From an optimization exercise on the open Yosys and OpenROAD flow, aimed at small area; shortcuts taken in it are not production practice.
Only simulation tests tie the RTL to the original design; equivalence was not proved.
The flow treats the clock pin as an ideal source, which a real chip does not have.

Design Lab3_140L, start of the top module:
module Lab3_140L (
    input  wire       rst,
    input  wire       clk,
    input  wire       bu_rx_data_rdy,
    input  wire [7:0] bu_rx_data,
    output wire       L3_tx_data_rdy,
    output wire [7:0] L3_tx_data,
    output wire [4:0] L3_led,
    output wire       oneSecPluse,
    output wire [6:0] L3_segment1,
    output wire [6:0] L3_segment2,
    output wire [6:0] L3_segment3,
    output wire [6:0] L3_segment4,
    output wire [3:0] di_Mtens,
    output wire [3:0] di_Mones,
    output wire [3:0] di_Stens,
    output wire [3:0] di_Sones,
    output wire [3:0] di_AMtens,
    output wire [3:0] di_AMones,
    output wire [3:0] di_AStens,
    output wire [3:0] di_ASones
);
export LEC_CHECK = 0
export ABC_AREA = 1
export CAP_MARGIN = 20
export CORE_MARGIN = 2
export CORE_UTILIZATION = 70
export PLACE_DENSITY = 0.8
export SLEW_MARGIN = 20
create_clock -name core_clock -period 10.0 [get_ports {clk}]
standard.sh (not shown) runs the stock make flow with config.mk's settings and CLKGATE_MAP_FILE= SYNTH_SCRIPT=/design/flow/synth_recipe.tcl, a recipe that flattens the netlist after the stock synthesis.
==> flow/flow/run.sh <==
#!/bin/bash
# Own layout flow: the standard synthesis, an area-oriented re-mapping of the combinational
# logic (registers kept as they are, proven equivalent), then the standard layout steps with
# buf_1 port buffers and a clock tree without dummy loads.
set -uo pipefail
W=$(pwd)
R=$W/orfs/results/$FLOW_PLATFORM/Lab3_140L/base
LIB=$FLOW_HOME/platforms/$FLOW_PLATFORM/lib/sky130_fd_sc_hd__tt_025C_1v80.lib
YOSYS=$(command -v yosys || echo $FLOW_HOME/../tools/install/yosys/bin/yosys)
source flow/knobs.sh

bash standard.sh synth > synth.log 2>&1 || exit 1

# area re-mapping of the combinational logic
DU=$(sed -n '/DONT_USE_CELLS/,/^#/p' $FLOW_HOME/platforms/$FLOW_PLATFORM/config.mk | grep -o "sky130_fd_sc_hd__[a-z0-9_]*" | sed 's/^/-dont_use /' | tr '\n' ' ')
cp $R/1_2_yosys.v $W/std_synth.v
echo "$ABC_SCRIPT" > $W/reabc.abc
cat > $W/reabc.ys <<EOY
read_liberty -ignore_miss_func -overwrite $LIB
read_verilog $W/std_synth.v
hierarchy -top $FLOW_TOP
setattr -mod -set keep_hierarchy 1 sky130_fd_sc_hd__*df* sky130_fd_sc_hd__*dl*
flatten
delete t:\\\$scopeinfo
rename -hide w:*.* w:_*
opt -full
abc -liberty $LIB $DU -script $W/reabc.abc
opt_clean -purge
read_liberty -lib -overwrite $LIB
hilomap -hicell sky130_fd_sc_hd__conb_1 HI -locell sky130_fd_sc_hd__conb_1 LO
insbuf -buf sky130_fd_sc_hd__buf_1 A X
opt_clean -purge
check -assert -mapped $FLOW_TOP
stat -liberty $LIB
write_verilog -noattr -noexpr -nohex -nodec -selected $W/reabc.v
EOY
cat > $W/equiv.ys <<EOY
read_liberty -ignore_miss_func -overwrite $LIB
read_verilog $W/std_synth.v
rename $FLOW_TOP gold
read_verilog $W/reabc.v
rename $FLOW_TOP gate
flatten gold gate
delete t:\\\$scopeinfo
opt_clean
equiv_make gold gate eq
hierarchy -top eq
equiv_simple
equiv_induct
equiv_status -assert
EOY
if $YOSYS -l $W/reabc.log -q $W/reabc.ys > /dev/null 2>&1 && \
   $YOSYS -l $W/equiv.log -q $W/equiv.ys > /dev/null 2>&1 && \
   [ "$(grep -cE '^ *sky130_fd_sc_hd__[a-z]*(df|dl)' $W/reabc.v)" = "$(grep -cE '^ *sky130_fd_sc_hd__[a-z]*(df|dl)' $W/std_synth.v)" ]; then
  echo "re-mapped netlist used" > $W/reabc.status
  cp $W/reabc.v $R/1_2_yosys.v
  rm -f $R/1_synth.odb $R/1_synth.sdc
else
  echo "re-mapping failed: standard netlist kept" > $W/reabc.status
fi

bash standard.sh "${EXTRA[@]}" finish > layout.log 2>&1
==> flow/flow/knobs.sh <==
ABC_SCRIPT='strash; &get -n; &deepsyn -T 30; &put; dch -f; amap; topo'
EXTRA=("BUFFER_PORTS_ARGS=-buffer_cell sky130_fd_sc_hd__buf_1"
       "CTS_ARGS=-sink_clustering_enable -repair_clock_nets -dont_use_dummy_load -buf_list sky130_fd_sc_hd__clkbuf_4 -root_buf sky130_fd_sc_hd__clkbuf_8")
The baseline ran to the end with no violations.
Change:
==> flow/flow/knobs.sh (replaced) <==
ABC_SCRIPT='strash; &get -n; &deepsyn -T 30; &put; dch -f; &get -n; &nf -R 1000; &put; topo'
EXTRA=("BUFFER_PORTS_ARGS=-buffer_cell sky130_fd_sc_hd__buf_1"
       "CTS_ARGS=-sink_clustering_enable -repair_clock_nets -dont_use_dummy_load -buf_list sky130_fd_sc_hd__clkbuf_16 -sink_clustering_size 100 -sink_clustering_max_diameter 500")
Effect: The new run passed the timing, design-rule and antenna checks; sequential cell count is unchanged; worst hold slack degrades by 0.012 ns; synthesized cell count came out lower by about 10%.

== the baseline ==
Another version of the RTL of Lab3_140L (not shown whole).
Size: ~430 cells after synthesis, ~86 I/O pins.
export LEC_CHECK = 0
export ABC_AREA = 1
export CAP_MARGIN = 20
export CORE_MARGIN = 2
export CORE_UTILIZATION = 70
export PLACE_DENSITY = 0.8
export SLEW_MARGIN = 20
create_clock -name core_clock -period 10.0 [get_ports {clk}]
==> flow/flow/run.sh <==
#!/bin/bash
# Own layout flow:
#  1. the standard synthesis (standard.sh synth), unchanged;
#  2. the combinational logic between the registers mapped again with a few area-oriented ABC
#     scripts; registers, their cells and names are kept as the standard synthesis made them.
#     Each result must be proven equivalent to the standard netlist (Yosys equiv_*); the
#     smallest proven one replaces it, else the standard netlist is kept;
#  3. the standard layout steps (standard.sh finish) with buf_1 port buffers and, before CTS,
#     a small clock buffer tree of our own (flow/clock.tcl).
# Each tool writes its full output to a log file of its own in this folder.
set -uo pipefail
W=$(pwd)
R=$W/orfs/results/$FLOW_PLATFORM/Lab3_140L/base
LIB=$FLOW_HOME/platforms/$FLOW_PLATFORM/lib/sky130_fd_sc_hd__tt_025C_1v80.lib
YOSYS=$(command -v yosys || echo $FLOW_HOME/../tools/install/yosys/bin/yosys)
source flow/knobs.sh

bash standard.sh synth > synth.log 2>&1 || exit 1

DU=$(sed -n '/DONT_USE_CELLS/,/^#/p' $FLOW_HOME/platforms/$FLOW_PLATFORM/config.mk | grep -o "sky130_fd_sc_hd__[a-z0-9_]*" | sed 's/^/-dont_use /' | tr '\n' ' ')
cp $R/1_2_yosys.v $W/std_synth.v
nseq() { grep -cE '^ *sky130_fd_sc_hd__[a-z]*(df|dl)' "$1"; }

remap() {  # remap TAG "ABC script"
  local t=$1
  echo "$2" > $W/reabc_$t.abc
  cat > $W/reabc_$t.ys <<EOY
read_liberty -ignore_miss_func -overwrite $LIB
read_verilog $W/std_synth.v
hierarchy -top $FLOW_TOP
setattr -mod -set keep_hierarchy 1 sky130_fd_sc_hd__*df* sky130_fd_sc_hd__*dl*
flatten
delete t:\\\$scopeinfo
rename -hide w:*.* w:_*
opt -full
abc -liberty $LIB $DU -script $W/reabc_$t.abc
opt_clean -purge
read_liberty -lib -overwrite $LIB
hilomap -hicell sky130_fd_sc_hd__conb_1 HI -locell sky130_fd_sc_hd__conb_1 LO
insbuf -buf sky130_fd_sc_hd__buf_1 A X
opt_clean -purge
check -assert -mapped $FLOW_TOP
tee -o $W/reabc_$t.area stat -liberty $LIB $FLOW_TOP
write_verilog -noattr -noexpr -nohex -nodec -selected $W/reabc_$t.v
EOY
  cat > $W/equiv_$t.ys <<EOY
read_liberty -ignore_miss_func -overwrite $LIB
read_verilog $W/std_synth.v
rename $FLOW_TOP gold
read_verilog $W/reabc_$t.v
rename $FLOW_TOP gate
flatten gold gate
delete t:\\\$scopeinfo
opt_clean
equiv_make gold gate eq
hierarchy -top eq
equiv_simple
equiv_induct
equiv_status -assert
EOY
  if $YOSYS -l $W/reabc_$t.log -q $W/reabc_$t.ys > /dev/null 2>&1 && \
     $YOSYS -l $W/equiv_$t.log -q $W/equiv_$t.ys > /dev/null 2>&1 && \
     [ "$(nseq $W/reabc_$t.v)" = "$(nseq $W/std_synth.v)" ]; then
    grep 'Chip area' $W/reabc_$t.area | awk '{print $NF}' > $W/reabc_$t.ok
  fi
}

i=0
for s in "${ABC_SCRIPTS[@]}"; do
  remap $i "$s" &
  i=$((i + 1))
  if (( i % ${NUM_CORES:-4} == 0 )); then wait; fi
done
wait

best=""; best_area=""
for f in $W/reabc_*.ok; do
  [ -f "$f" ] || continue
  a=$(cat $f)
  if [ -z "$best" ] || awk -v a=$a -v b=$best_area 'BEGIN{exit !(a < b)}'; then
    best=${f%.ok}; best_area=$a
  fi
done
if [ -n "$best" ]; then
  echo "re-mapped netlist used: $(basename $best).v, area $best_area" > $W/reabc.status
  cp $best.v $R/1_2_yosys.v
  rm -f $R/1_synth.odb $R/1_synth.sdc
else
  echo "re-mapping failed: standard netlist kept" > $W/reabc.status
fi

bash standard.sh "${EXTRA[@]}" "PRE_CTS_TCL=$W/flow/clock.tcl" finish > layout.log 2>&1
==> flow/flow/knobs.sh <==
ABC_SCRIPTS=()
for s in 1 2 3 4 5 6 7 8 9 10 11 12 13 14 15 16; do
  ABC_SCRIPTS+=("strash; &get -n; &deepsyn -T 60 -S $s; &put; dch -f; amap; topo")
done
EXTRA=("BUFFER_PORTS_ARGS=-buffer_cell sky130_fd_sc_hd__buf_1")
Other scripts of this flow, unchanged in this note and not shown: flow/flow/clock.tcl
Inputs modified between the baseline and the candidate:
==> flow/flow/knobs.sh <==
ABC_SCRIPTS=()
for s in 1 2 3 4 5 6 7 8; do
  ABC_SCRIPTS+=("strash; &get -n; &deepsyn -T 60 -S $s; &put; dch -f; amap; topo")
done
EXTRA=("BUFFER_PORTS_ARGS=-buffer_cell sky130_fd_sc_hd__buf_1")
--- outcome ---
As far as total length of routed met3 wires goes, the baseline and the candidate are indistinguishable; the numbers are identical. Number of filler cells placed in the layout: the baseline vs the candidate identical. Final critical path time including I/O delays and setup across the candidate and the baseline: no real change. As far as number of top-level design ports goes, the candidate and the baseline are indistinguishable; the numbers are identical. From the baseline to the candidate the numbers moved as follows: insertion delay of the later-clocked pin in the worst-skew pair flat; total negative setup slack ~0 delta. Re final routed wirelength across all metal layers: no difference whatsoever between the candidate and the baseline.

==> port drivers added, routing unchanged <==
The results above use ideal ports. As a check the final layouts listed here were re-extracted and re-timed, cells and wires unchanged. Step 1 sets driving cells, clkbuf_16 on the clock port and buf_2 on the other inputs (assumed; they add their load-dependent delay and slew). Step 2 times the ports against the registers' clock, not the clock port: input delays grow and output delays shrink by t, the midpoint of the rising clock arrivals with the driver on. Slacks: no drivers / after step 1 / after step 2; pairs: no drivers / after step 1.
| run | shift t [ns] | slack for setup (ns) | worst setup path after step 2 | cell pins on the clock port's net |
|---|---|---|---|---|
| the first run of note 1 | 0.367 | 4.109 / 4.078 / 4.446 | register to output | 1 |
| the second run of note 1 | 0.359 | 4.608 / 4.573 / 4.932 | register to output | 1 |
| the baseline | 0.403 | 3.945 / 3.918 / 4.321 | register to output | 1 |
| the candidate | 0.403 | 3.945 / 3.918 / 4.321 | register to output | 1 |
After both steps setup and hold are still met in every run listed.
